Background: an optimization exercise with open tools, aiming at small area and a short achievable clock period. Do not read the settings as production practice.

==> flow/design.v (excerpt) <==
module ParallelFIR(input wire clk,
                   input wire signed [7:0] x,
                   output reg signed [17:0] y);
  reg [7:0] x1, x2, x3, x4, x5, x6, x7, x8, x9, x10, x11, x12, x13, x14, x15, x16, x17;
  reg p4_0_0, p4_1_0, p4_1_1, p4_2_0, p4_2_1, p4_3_0, p4_3_1, p4_4_0, p4_4_1, p4_5_0, p4_5_1, p4_6_0, p4_6_1, p4_7_0, p4_7_1, p4_8_0, p4_8_1, p4_9_0, p4_9_1, p4_10_0, p4_10_1, p4_11_0, p4_11_1, p4_12_0, p4_12_1, p4_13_0, p3_0_0, p3_0_1, p3_1_0, p3_1_1, p3_2_0, p3_2_1, p3_3_0, p3_3_1, p3_4_0, p3_4_1, p3_5_0, p3_5_1, p3_6_0, p3_6_1, p3_7_0, p3_7_1, p3_8_0, p3_8_1, p3_9_0, p3_9_1, p3_10_0, p3_10_1, p3_11_0, p3_11_1, p3_12_0, p3_12_1, p3_13_0, p3_13_1, p3_14_0, p3_14_1, p3_15_0, p3_15_1, p2_0_0, p2_0_1, p2_1_0, p2_1_1, p2_2_0, p2_2_1, p2_3_0, p2_3_1, p2_4_0, p2_4_1, p2_5_0, p2_5_1, p2_6_0, p2_6_1, p2_7_0, p2_7_1, p2_8_0, p2_8_1, p2_9_0, p2_9_1, p2_10_0, p2_10_1, p2_11_0, p2_11_1, p2_12_0, p2_12_1, p2_13_0, p2_13_1, p2_14_0, p2_14_1, p2_15_0, p2_15_1, p2_16_0, p2_16_1, p1_0_0, p1_0_1, p1_1_0, p1_1_1, p1_2_0, p1_2_1, p1_3_0, p1_3_1, p1_4_0, p1_4_1, p1_5_0, p1_5_1, p1_6_0, p1_6_1, p1_7_0, p1_7_1, p1_8_0, p1_8_1, p1_9_0, p1_9_1, p1_10_0, p1_10_1, p1_11_0, p1_11_1, p1_12_0, p1_12_1, p1_13_0, p1_13_1, p1_14_0, p1_14_1, p1_15_0, p1_15_1, p1_16_0, p1_16_1, p1_17_0;
  wire [7:0] xo = {~x[7], x[6:0]};
  ...
For scale: roughly 900 cells after synthesis, ~280 flip-flops, about 14000 um^2 of cells after synthesis.
==> flow/config.mk <==
export PLATFORM = sky130hd
export DESIGN_NAME = ParallelFIR
export DESIGN_NICKNAME = ParallelFIR
export VERILOG_FILES = /design/flow/design.v
export SDC_FILE = /design/flow/constraint.sdc
export NUM_CORES = 4
export LEC_CHECK = 0
export CAP_MARGIN = 20
export CORE_MARGIN = 2
export CORE_UTILIZATION = 50
export SLEW_MARGIN = 20
export SYNTH_HIERARCHICAL = 1
export SYNTH_MINIMUM_KEEP_SIZE = 0
==> flow/constraint.sdc <==
create_clock -name core_clock -period 11.0 [get_ports {clk}]
set_input_delay 2.2000 -clock core_clock [delete_from_list [all_inputs] [get_ports {clk}]]
set_output_delay 2.2000 -clock core_clock [all_outputs]
set_load 0.01 [all_outputs]
standard.sh (not shown) runs the stock make flow with config.mk's settings and CLKGATE_MAP_FILE= SYNTH_SCRIPT=/design/flow/synth_recipe.tcl, a recipe that flattens the netlist after the stock synthesis.
==> flow/flow/run.sh <==
#!/bin/bash
# The standard layout, with repair_timing asked to keep extra setup margin
# (the SDC and its clock period are unchanged) so that it sizes the design for
# a shorter achieved period, and a clock tree of smaller buffers without dummy
# loads.  Each tool's output is in the ORFS logs; make's output is in standard.log.
set -e
export SETUP_SLACK_MARGIN=7.7
export CTS_ARGS="-sink_clustering_enable -repair_clock_nets -dont_use_dummy_load -buf_list {sky130_fd_sc_hd__clkbuf_4 sky130_fd_sc_hd__clkbuf_8} -sink_clustering_size 25"
bash standard.sh > standard.log 2>&1
Then changed:
==> flow/flow/run.sh (replaced) <==
#!/bin/bash
# The standard layout, with repair_timing asked to keep extra setup margin
# (the SDC and its clock period are unchanged) so that it sizes the design for
# a shorter achieved period, and a clock tree without dummy loads.  Each tool's
# output is in the ORFS logs; make's output is in standard.log.
set -e
export SETUP_SLACK_MARGIN=7.7
export CTS_ARGS="-sink_clustering_enable -repair_clock_nets -dont_use_dummy_load"
bash standard.sh > standard.log 2>&1
What happened: Clock skew falls by 0.011 ns; final area went up by 0.69%; via count drops by 2.0%; die area stays the same; fmax hardly moves.
No functional check of the RTL was part of any run of this note.

## separate check: timing with driven ports
The results above use ideal ports. As a check the final layouts listed here were re-extracted and re-timed, cells and wires unchanged. Step 1 sets driving cells, clkbuf_16 on the clock port and buf_2 on the other inputs (assumed; they add their load-dependent delay and slew). Step 2 times the ports against the registers' clock, not the clock port: input delays grow and output delays shrink by t, the midpoint of the rising clock arrivals with the driver on. Three values: ideal ports, drivers, drivers and shift; two values: the first two.
| run | shift t [ns] | setup WS [ns] | hold slack, ns |
|---|---|---|---|
| the first run | 0.583 | 7.749 / 7.705 / 7.820 | 0.327 / 0.327 / 0.327 |
| the second run | 0.586 | 7.740 / 7.689 / 7.800 | 0.329 / 0.329 / 0.329 |
After both steps setup and hold are still met in every run listed.
